This is an optimization exercise on Yosys and OpenROAD, whose aim is small area, not a production implementation. RTL that was checked went through simulation tests only; none was proved equivalent to the original. Power and IR drop assume default switching activity.

==> maple: inputs <==
==> flow/design.v <==
module fifo(
    input clk,
    input rst_n,
    input input_valid,
    output input_enable,
    output output_valid,
    input output_enable,
    input [15:0] data_in,
    output reg [7:0] data_out
);
reg [15:0] mem [0:15];
reg [4:0] wr_ptr;
reg [4:0] rd_ptr;
reg       rd_hi;           
wire same_idx = (wr_ptr[3:0] == rd_ptr[3:0]);
wire empty = same_idx & (wr_ptr[4] == rd_ptr[4]);
wire full  = same_idx & (wr_ptr[4] != rd_ptr[4]);
assign input_enable = !full;
assign output_valid = !empty;
wire do_write = input_valid & !full;
wire do_read  = output_enable & !empty;
always @(posedge clk) begin
    if (do_write)
        mem[wr_ptr[3:0]] <= data_in;
end
reg [15:0] rsel;
reg [15:0] rword;
integer k;
always @(*) begin
    for (k = 0; k < 16; k = k + 1)
        rsel[k] = (rd_ptr[3:0] == k);
    rword = 16'd0;
    for (k = 0; k < 16; k = k + 1)
        rword = rword | ({16{rsel[k]}} & mem[k]);
end
always @(posedge clk or negedge rst_n) begin
    if (!rst_n) begin
        wr_ptr   <= 5'd0;
        rd_ptr   <= 5'd0;
        rd_hi    <= 1'b0;
        data_out <= 8'd0;
    end else begin
        if (do_write)
            wr_ptr <= wr_ptr + 1'b1;
        if (do_read) begin
            data_out <= rd_hi ? rword[15:8] : rword[7:0];
            rd_hi <= ~rd_hi;
            if (rd_hi)
                rd_ptr <= rd_ptr + 1'b1;
        end
    end
end
endmodule
==> flow/run.sh <==
#!/bin/bash
# synth_recipe.tcl (not shown) runs the flow's synth.tcl, then flattens the netlist and writes it again
# the make line also repeats each setting of config.mk as NAME=value (left out here)
make -C /OpenROAD-flow-scripts/flow DESIGN_CONFIG=/design/flow/config.mk WORK_HOME=/design/flow/orfs CLKGATE_MAP_FILE= SYNTH_SCRIPT=/design/flow/synth_recipe.tcl finish
==> flow/config.mk <==
export PLATFORM = sky130hd
export DESIGN_NAME = fifo
export DESIGN_NICKNAME = fifo
export VERILOG_FILES = /design/flow/design.v
export SDC_FILE = /design/flow/constraint.sdc
export NUM_CORES = 4
export LEC_CHECK = 0
export CAP_MARGIN = 20
export CORE_MARGIN = 2
export CORE_UTILIZATION = 40
export SLEW_MARGIN = 20
==> flow/constraint.sdc <==
create_clock -name core_clock -period 4.0 [get_ports {clk}]
set_input_delay 0.8000 -clock core_clock [delete_from_list [all_inputs] [get_ports {clk}]]
set_output_delay 0.8000 -clock core_clock [all_outputs]
set_load 0.01 [all_outputs]
==> inputs of lagoon, as changes to maple <==
==> flow/design.v (replaced) <==
module fifo(
    input clk,
    input rst_n,
    input input_valid,
    output input_enable,
    output output_valid,
    input output_enable,
    input [15:0] data_in,
    output reg [7:0] data_out
);
reg [15:0] mem [0:15];
reg [3:0] wr_ptr;
reg [3:0] rd_ptr;
reg       rd_hi;           
reg       full_eq;         
wire same_idx = (wr_ptr == rd_ptr);
wire empty = same_idx & !full_eq;
wire full  = same_idx & full_eq;
assign input_enable = !full;
assign output_valid = !empty;
wire do_write = input_valid & !full;
wire do_read  = output_enable & !empty;
wire [3:0] qa_n;
wire [3:0] qb_n;
wire [15:0] we;
genvar w;
generate
    for (w = 0; w < 4; w = w + 1) begin : g_wdec
        g_nand2 ua (.a(wr_ptr[0] == w[0]), .b(wr_ptr[1] == w[1]), .y(qa_n[w]));
        g_nand3 ub (.a(do_write), .b(wr_ptr[2] == w[0]), .c(wr_ptr[3] == w[1]), .y(qb_n[w]));
    end
    for (w = 0; w < 16; w = w + 1) begin : g_we
        g_nor2 u (.a(qa_n[w % 4]), .b(qb_n[w / 4]), .y(we[w]));
        always @(posedge clk) begin
            if (we[w])
                mem[w] <= data_in;
        end
    end
endgenerate
wire [3:0] pa_n;
wire [7:0] pb_n;
genvar i, j, b;
generate
    for (i = 0; i < 4; i = i + 1) begin : g_pa
        g_nand2 u (.a(rd_ptr[0] == i[0]), .b(rd_ptr[1] == i[1]), .y(pa_n[i]));
    end
    for (j = 0; j < 8; j = j + 1) begin : g_pb
        g_nand4 u (.a(do_read), .b(rd_hi == j[0]), .c(rd_ptr[2] == j[1]), .d(rd_ptr[3] == j[2]), .y(pb_n[j]));
    end
endgenerate
wire [31:0] sel;
generate
    for (i = 0; i < 16; i = i + 1) begin : g_sel
        g_nor2 ulo (.a(pa_n[i % 4]), .b(pb_n[{i[3:2], 1'b0}]), .y(sel[i]));
        g_nor2 uhi (.a(pa_n[i % 4]), .b(pb_n[{i[3:2], 1'b1}]), .y(sel[16 + i]));
    end
endgenerate
wire hold = !do_read;
wire [7:0] dnext;
generate
    for (b = 0; b < 8; b = b + 1) begin : g_bit
        wire [32:0] s, d;
        for (i = 0; i < 16; i = i + 1) begin : g_in
            assign s[i]      = sel[i];
            assign d[i]      = mem[i][b];
            assign s[16 + i] = sel[16 + i];
            assign d[16 + i] = mem[i][8 + b];
        end
        assign s[32] = hold;
        assign d[32] = data_out[b];
        wire [10:0] t;
        for (j = 0; j < 11; j = j + 1) begin : g_aoi
            g_aoi222 u (.a1(s[3*j]), .a2(d[3*j]), .b1(s[3*j+1]), .b2(d[3*j+1]),
                        .c1(s[3*j+2]), .c2(d[3*j+2]), .y(t[j]));
        end
        wire o0, o1, o2;
        g_nand4 n0 (.a(t[0]), .b(t[1]), .c(t[2]), .d(t[3]), .y(o0));
        g_nand4 n1 (.a(t[4]), .b(t[5]), .c(t[6]), .d(t[7]), .y(o1));
        g_nand3 n2 (.a(t[8]), .b(t[9]), .c(t[10]), .y(o2));
        g_or3   o  (.a(o0), .b(o1), .c(o2), .y(dnext[b]));
    end
endgenerate
always @(posedge clk or negedge rst_n) begin
    if (!rst_n) begin
        wr_ptr   <= 4'd0;
        rd_ptr   <= 4'd0;
        rd_hi    <= 1'b0;
        full_eq  <= 1'b0;
        data_out <= 8'd0;
    end else begin
        data_out <= dnext;
        if (do_write)
            wr_ptr <= wr_ptr + 1'b1;
        if (do_read) begin
            rd_hi <= ~rd_hi;
            if (rd_hi)
                rd_ptr <= rd_ptr + 1'b1;
        end
        if (do_write)
            full_eq <= 1'b1;
        else if (do_read & rd_hi)
            full_eq <= 1'b0;
    end
end
endmodule
module g_aoi222(input a1, input a2, input b1, input b2, input c1, input c2, output y);
    assign y = ~((a1 & a2) | (b1 & b2) | (c1 & c2));
endmodule
module g_nand2(input a, input b, output y);
    assign y = ~(a & b);
endmodule
module g_nand3(input a, input b, input c, output y);
    assign y = ~(a & b & c);
endmodule
module g_nand4(input a, input b, input c, input d, output y);
    assign y = ~(a & b & c & d);
endmodule
module g_nor2(input a, input b, output y);
    assign y = ~(a | b);
endmodule
module g_or3(input a, input b, input c, output y);
    assign y = a | b | c;
endmodule
--- a/flow/config.mk
+++ b/flow/config.mk
@@ -9,3 +9,8 @@
 export CORE_MARGIN = 2
 export CORE_UTILIZATION = 40
+export CTS_BUF_LIST = sky130_fd_sc_hd__clkbuf_8
+export CTS_CLUSTER_DIAMETER = 60
+export CTS_CLUSTER_SIZE = 16
 export SLEW_MARGIN = 20
+export SYNTH_HIERARCHICAL = 1
+export SYNTH_MINIMUM_KEEP_SIZE = 0
==> summary of the runs <==
- Design area: maple is larger than lagoon (about 14%).
- Between lagoon and maple, the lower sequential power is in lagoon (gap about 1%, measured against maple).
- Of lagoon and maple, maple has the higher core utilization (gap 1.5 points).
- Between maple and lagoon, the lower synthesized area is in lagoon (gap about 10%, measured against lagoon).
- lagoon finished clean. maple completed without violations.
- Between maple and lagoon, the lower first-iteration DRC count is in maple (gap 27%, measured against lagoon).
- Between maple and lagoon, the lower sequential cell count is in lagoon (gap 1).
- Between lagoon and maple, the lower setup slack is in lagoon (gap 0.70 ns).
- In lagoon the final cell count is smaller than in maple, by 15%.
- Against lagoon, the register-to-register slack of maple is higher by 0.89 ns.
- Global-route usage: maple is higher than lagoon (2.8 points).
- Of maple and lagoon, maple has the higher combinational power (gap about 140%, measured against lagoon).
==> figures <==
quantity                                                                    lagoon                    maple
Status                                            no timing/DRC/antenna violations  no timing/DRC/antenna violations
Worst reg2reg endpoint                                       data_out[2]$_DFF_PN0_  data_out[0]$_DFFE_PN0P_
# Taps                                                                         324                      341
Fill count                                                                    2032                     2298
Placed insts                                                                   889                     1030
Global-route wire length before repair                                    35060 um                 44240 um
Register bit total from synthesis                                              274                      275
Adder-cell share of the synthesized area                                   0.2530%                  0.9160%
Fraction of area in multi-input gates                                       14.98%                   19.90%
Share of cell area taken by flip-flops and latches                          73.73%                   64.75%
Gr usage total                                                              18.12%                   20.94%
Ratio of cells with drive above 1 in the final layout                       8.194%                   15.25%
Source of the critical timing path                           rd_ptr[0]$_DFFE_PN0P_    wr_ptr[3]$_DFFE_PN0P_
Hold path startpoint                                           full_eq$_DFFE_PN0P_  data_out[6]$_DFFE_PN0P_
Combinational group share of total power                                     20.0%                    32.3%
Clock power share                                                            21.3%                    27.8%
Fraction of registers with async set/reset                                  6.569%                   6.909%
1st-iter DRT viols                                                             997                      728
Met3 usage                                                                  2.645%                   3.731%
Synthesized-area fraction occupied by and/or/nand/nor cells                 5.565%                   5.496%
Reported clock group power                                                 1.35 mW                  2.61 mW
Placed instance area                                                    10690 um^2               11690 um^2
Clock buffer count in the final layout                                          21                       34
No functional check of the RTL was part of lagoon.

what the ideal ports hide:
In the flow no input, the clock included, has a driving cell. The finished layouts below were timed again as built, in two steps.
Step 1 sets driving cells, clkbuf_16 on the clock port and buf_2 on the other inputs (assumed; they add their load-dependent delay and slew).
Step 2 times the ports against the registers' clock, not the clock port: input delays grow and output delays shrink by t, the midpoint of the rising clock arrivals with the driver on.
a / b / c = no drivers / after step 1 / after step 2; a / b = the first two.
| run | shift t [ns] | slack for setup (ns) | worst setup path after step 2 |
|---|---|---|---|
| maple | 0.585 | 0.894 / 0.845 / 0.876 | input to register |
| lagoon | 0.579 | 0.196 / 0.196 / 0.196 | register to register |
After both steps every run listed still meets setup and hold. The setup slack of maple, which loses most, moves by -0.049 ns with the drivers and by -0.018 ns with both steps.
